From an optimization exercise on the open Yosys and OpenROAD flow, aimed at small area and a short achievable clock period; shortcuts taken in it are not production practice. The RTL was checked by simulation tests, not by an equivalence proof against the original design.

==> inputs of 09-26 <==
==> flow/design.v (excerpt) <==
module PE (
    input              clk,
    input              CIM_en,
    input              STDW,  
    input              STDR,  
    input        [5:0] STD_A,  
    input        [3:0] weight_in,  
    input      [255:0] act_in,  
    output reg   [3:0] weight_out,  
    output reg  [13:0] PSUM  
);
Settings: LEC_CHECK=0, CAP_MARGIN=20, CORE_MARGIN=2, CORE_UTILIZATION=40, CTS_BUF_LIST=sky130_fd_sc_hd__clkbuf_2 sky130_fd_sc_hd__clkbuf_4, SLEW_MARGIN=20, SYNTH_HIERARCHICAL=1; clock period 20.0 ns.
standard.sh (not shown) runs the stock make flow with config.mk's settings and CLKGATE_MAP_FILE= SYNTH_SCRIPT=/design/flow/synth_recipe.tcl, a recipe that flattens the netlist after the stock synthesis.
==> flow/flow/run.sh <==
#!/bin/bash
# The standard layout, with plain buf_1 cells as the port buffers.
set -euo pipefail
bash standard.sh synth > synth.log 2>&1
bash standard.sh BUFFER_PORTS_ARGS="-buffer_cell sky130_fd_sc_hd__buf_1" finish > finish.log 2>&1
==> inputs of 10-05, as changes to 09-26 <==
Settings changed: CORE_UTILIZATION 40 to 60, CTS_BUF_LIST sky130_fd_sc_hd__clkbuf_2 sky130_fd_sc_hd__clkbuf_4 to default.
==> results_dict.tcl <==
set metrics [dict create \
    path_depth 25 \
    die-area_um2 60000 \
    antenna_found_initial 7 \
    crit_buf_inv 7 \
    die_width_um 245 \
    setup_ws_ns 3.66 \
    outcome "no timing/DRC/antenna violations" \
    crit_arrival_ns 12.34 \
    drt_wl_total_um 147000 \
    period_share_pct 81.7 \
    hpwlAfterDp_um 126000 \
]
the above is filed under 10-05

==> results_dict.tcl <==
set metrics [dict create \
    crit_arrival_ns 12.18 \
    die_width_um 299 \
    die-area_um2 89400 \
    antenna_found_initial 14 \
    drt_wl_total_um 154000 \
    path_depth 24 \
    period_share_pct 80.9 \
    setup_ws_ns 3.82 \
    outcome "no timing/DRC/antenna violations" \
    crit_buf_inv 5 \
    buf_share_pct 3.04 \
    muxShareOfSynthArea_pct 4.05 \
]
the above is filed under 09-26



==> job 5159 <==
PE, a different RTL version from the one above (not shown whole).
Settings: LEC_CHECK=0, CAP_MARGIN=20, CORE_MARGIN=2, CORE_UTILIZATION=40, SLEW_MARGIN=20, SYNTH_HIERARCHICAL=1; clock period 20.0 ns.
run.sh (not shown) runs the stock make flow with config.mk's settings and CLKGATE_MAP_FILE= SYNTH_SCRIPT=/design/flow/synth_recipe.tcl, a recipe that flattens the netlist after the stock synthesis.
Stock flow here: none of the scripts above is used.
==> job 3282 (differences from job 5159) <==
--- a/flow/design.v
+++ b/flow/design.v
@@ -16,21 +16,21 @@
         if (STDW && STD_A == i) begin
             weight[4*i+3 -: 4] <= weight_in;
         end
     end
 end
 wire [1023:0] pp;
 genvar gi, gj, gk;
 generate for (gi = 0; gi < 64; gi = gi + 1) begin : g_pp
-  for (gj = 0; gj < 4; gj = gj + 1) begin : g_w
-    for (gk = 0; gk < 4; gk = gk + 1) begin : g_a
-      assign pp[gi*16+gj*4+gk] = ~(weight[4*gi+gj] & act_in[4*gi+gk]);
+    for (gj = 0; gj < 4; gj = gj + 1) begin : g_w
+        for (gk = 0; gk < 4; gk = gk + 1) begin : g_a
+            assign pp[gi*16+gj*4+gk] = ~(weight[4*gi+gj] & act_in[4*gi+gk]);
+        end
     end
-  end
 end endgenerate
 wire s0, c0;
 PE_fa u_fa0 (.a(pp[0]), .b(pp[1008]), .c(pp[112]), .s(s0), .co(c0));
 wire s1, c1;
 PE_fa u_fa1 (.a(pp[128]), .b(pp[144]), .c(pp[160]), .s(s1), .co(c1));
 wire s2, c2;
 PE_fa u_fa2 (.a(pp[16]), .b(pp[176]), .c(pp[192]), .s(s2), .co(c2));
 wire s3, c3;
@@ -1939,17 +1939,17 @@
 PE_fa u_fa954 (.a(c897), .b(c898), .c(s950), .s(s954), .co(c954));
 wire s955, c955;
 PE_fa u_fa955 (.a(s951), .b(c899), .c(s952), .s(s955), .co(c955));
 wire s956, c956;
 PE_fa u_fa956 (.a(s953), .b(c900), .c(s954), .s(s956), .co(c956));
 wire s957, c957;
 PE_fa u_fa957 (.a(c901), .b(s955), .c(c902), .s(s957), .co(c957));
 wire s958, c958;
-PE_fa u_fa958 (.a(s956), .b(c903), .c(s957), .s(s958), .co(c958));
+PE_ha u_ha958 (.a(s956), .b(c903), .s(s958), .co(c958));
 wire s959, c959;
 PE_fa u_fa959 (.a(c904), .b(c905), .c(c906), .s(s959), .co(c959));
 wire s960, c960;
 PE_fa u_fa960 (.a(c907), .b(c908), .c(c909), .s(s960), .co(c960));
 wire s961, c961;
 PE_fa u_fa961 (.a(c910), .b(c911), .c(c912), .s(s961), .co(c961));
 wire s962, c962;
 PE_fa u_fa962 (.a(c913), .b(c914), .c(c915), .s(s962), .co(c962));
@@ -1993,17 +1993,17 @@
 PE_fa u_fa981 (.a(s977), .b(c952), .c(s978), .s(s981), .co(c981));
 wire s982, c982;
 PE_fa u_fa982 (.a(s979), .b(c953), .c(c954), .s(s982), .co(c982));
 wire s983, c983;
 PE_fa u_fa983 (.a(s980), .b(c955), .c(s981), .s(s983), .co(c983));
 wire s984, c984;
 PE_fa u_fa984 (.a(c956), .b(s982), .c(s983), .s(s984), .co(c984));
 wire s985, c985;
-PE_fa u_fa985 (.a(c957), .b(s984), .c(c958), .s(s985), .co(c985));
+PE_ha u_ha985 (.a(c957), .b(s984), .s(s985), .co(c985));
 wire s986, c986;
 PE_fa u_fa986 (.a(c959), .b(c960), .c(c961), .s(s986), .co(c986));
 wire s987, c987;
 PE_fa u_fa987 (.a(c962), .b(c963), .c(c964), .s(s987), .co(c987));
 wire s988, c988;
 PE_fa u_fa988 (.a(c965), .b(c966), .c(s986), .s(s988), .co(c988));
 wire s989, c989;
 PE_fa u_fa989 (.a(c967), .b(c968), .c(s987), .s(s989), .co(c989));
@@ -2019,35 +2019,35 @@
 PE_fa u_fa994 (.a(c977), .b(c978), .c(s992), .s(s994), .co(c994));
 wire s995, c995;
 PE_fa u_fa995 (.a(c979), .b(s993), .c(c980), .s(s995), .co(c995));
 wire s996, c996;
 PE_fa u_fa996 (.a(c981), .b(s994), .c(c982), .s(s996), .co(c996));
 wire s997, c997;
 PE_fa u_fa997 (.a(s995), .b(c983), .c(s996), .s(s997), .co(c997));
 wire s998, c998;
-PE_fa u_fa998 (.a(c984), .b(s997), .c(c985), .s(s998), .co(c998));
+PE_ha u_ha998 (.a(c984), .b(c985), .s(s998), .co(c998));
 wire s999, c999;
 PE_fa u_fa999 (.a(c986), .b(c987), .c(c988), .s(s999), .co(c999));
 wire s1000, c1000;
 PE_fa u_fa1000 (.a(c989), .b(c990), .c(s999), .s(s1000), .co(c1000));
 wire s1001, c1001;
 PE_fa u_fa1001 (.a(c991), .b(c992), .c(s1000), .s(s1001), .co(c1001));
 wire s1002, c1002;
 PE_fa u_fa1002 (.a(c993), .b(c994), .c(s1001), .s(s1002), .co(c1002));
 wire s1003, c1003;
 PE_fa u_fa1003 (.a(c995), .b(s1002), .c(c996), .s(s1003), .co(c1003));
 wire s1004, c1004;
-PE_fa u_fa1004 (.a(c997), .b(s1003), .c(c998), .s(s1004), .co(c1004));
+PE_ha u_ha1004 (.a(c997), .b(s1003), .s(s1004), .co(c1004));
 wire s1005, c1005;
 PE_fa u_fa1005 (.a(c999), .b(c1000), .c(c1001), .s(s1005), .co(c1005));
 wire s1006, c1006;
 PE_fa u_fa1006 (.a(c1002), .b(s1005), .c(c1003), .s(s1006), .co(c1006));
-wire [13:0] rx = {1'b0, ~c1005, ~s1006, ~s1004, ~s998, ~s985, ~s958, ~c792, ~s792, ~s632, ~s439, ~s244, ~s109, ~s29};
-wire [13:0] ry = {1'b0, ~c1006, ~c1004, 1'b0, 1'b0, 1'b0, 1'b0, ~s903, 1'b0, 1'b0, 1'b0, 1'b0, 1'b0, ~s30};
+wire [13:0] rx = {1'b0, ~c1005, ~c1004, ~c998, ~s997, ~c958, ~s957, ~c792, ~s792, ~s632, ~s439, ~s244, ~s109, ~s29};
+wire [13:0] ry = {1'b0, ~c1006, ~s1006, ~s1004, ~s998, ~s985, ~s958, ~s903, 1'b0, 1'b0, 1'b0, 1'b0, 1'b0, ~s30};
 wire [13:0] dot = rx + ry;
 always @(*) begin
     weight_out = 4'b0;
     PSUM = 14'b0;
     if (STDW) begin
     end
     else if (STDR) begin
         weight_out = weight[4*STD_A+3 -: 4];
@@ -2062,8 +2062,17 @@
     input  b,
     input  c,
     output s,
     output co
 );
 assign s = a ^ b ^ c;
 assign co = (a & b) | (a & c) | (b & c);
 endmodule
+module PE_ha (
+    input  a,
+    input  b,
+    output s,
+    output co
+);
+assign s = ~(a ^ b);
+assign co = a | b;
+endmodule
==> flow/flow/run.sh (new file) <==
#!/bin/bash
# The standard layout, with plain buf_1 cells as the port buffers.
set -euo pipefail
bash standard.sh synth > synth.log 2>&1
bash standard.sh BUFFER_PORTS_ARGS="-buffer_cell sky130_fd_sc_hd__buf_1" finish > finish.log 2>&1
==> flow/standard.sh (new file) <==
#!/bin/bash
# synth_recipe.tcl (not shown) runs the flow's synth.tcl, then flattens the netlist and writes it again
# the make line also repeats each setting of config.mk as NAME=value (left out here)
make -C /OpenROAD-flow-scripts/flow DESIGN_CONFIG=/design/flow/config.mk WORK_HOME=/design/flow/orfs CLKGATE_MAP_FILE= SYNTH_SCRIPT=/design/flow/synth_recipe.tcl "${@:-finish}"
==> flow/config.mk (replaced) <==
export PLATFORM = sky130hd
export DESIGN_NAME = PE
export DESIGN_NICKNAME = PE
export VERILOG_FILES = /design/flow/design.v
export SDC_FILE = /design/flow/constraint.sdc
export NUM_CORES = 4
export LEC_CHECK = 0
export CAP_MARGIN = 20
export CORE_MARGIN = 2
export CORE_UTILIZATION = 40
export CTS_BUF_LIST = sky130_fd_sc_hd__clkbuf_4
export SLEW_MARGIN = 20
export SYNTH_HIERARCHICAL = 1
removed: flow/run.sh
==> summary of the runs <==
- Of job 5159 and job 3282, job 5159 has the higher first-iteration DRC count (gap about 4.3%, measured against job 3282).
- Between job 3282 and job 5159, the lower maximum frequency is in job 5159 (gap about 9%, measured against job 5159).
- Against job 5159, the global-route usage of job 3282 is lower by 1.3 points.
- Against job 3282, the count of clock-buffer cells in the layout of job 5159 is lower by 57.
- In job 3282 the wire length is lower than in job 5159, by about 3.5%.
- Of job 3282 and job 5159, job 3282 has the higher critical path depth (gap 1).

separate check: timing with driven ports:
Ports are ideal in the flow. The routed layouts listed here were re-timed in OpenROAD.
Step 1 sets driving cells, clkbuf_16 on the clock port and buf_2 on the other inputs (assumed; they add their load-dependent delay and slew).
Step 2 moves the port delays by t, midway between the first and last clock arrival at a register: inputs arrive t later, outputs are due t later. That takes back most of the time a late clock gives input paths.
Slacks: ideal ports / drivers / drivers and shift; pairs: ideal ports / drivers.
run | t, ns | slack for setup (ns) | worst register clock-pin slew, ns
09-26 | 0.942 | 3.817 / 3.736 / 3.736 | 0.07 / 0.07
10-05 | 0.700 | 3.661 / 3.632 / 3.632 | 0.07 / 0.07
job 5159 | 0.639 | 2.330 / 2.298 / 2.298 | 0.07 / 0.07
job 3282 | 0.942 | 3.817 / 3.736 / 3.736 | 0.07 / 0.07
After both steps every run listed still meets setup and hold.
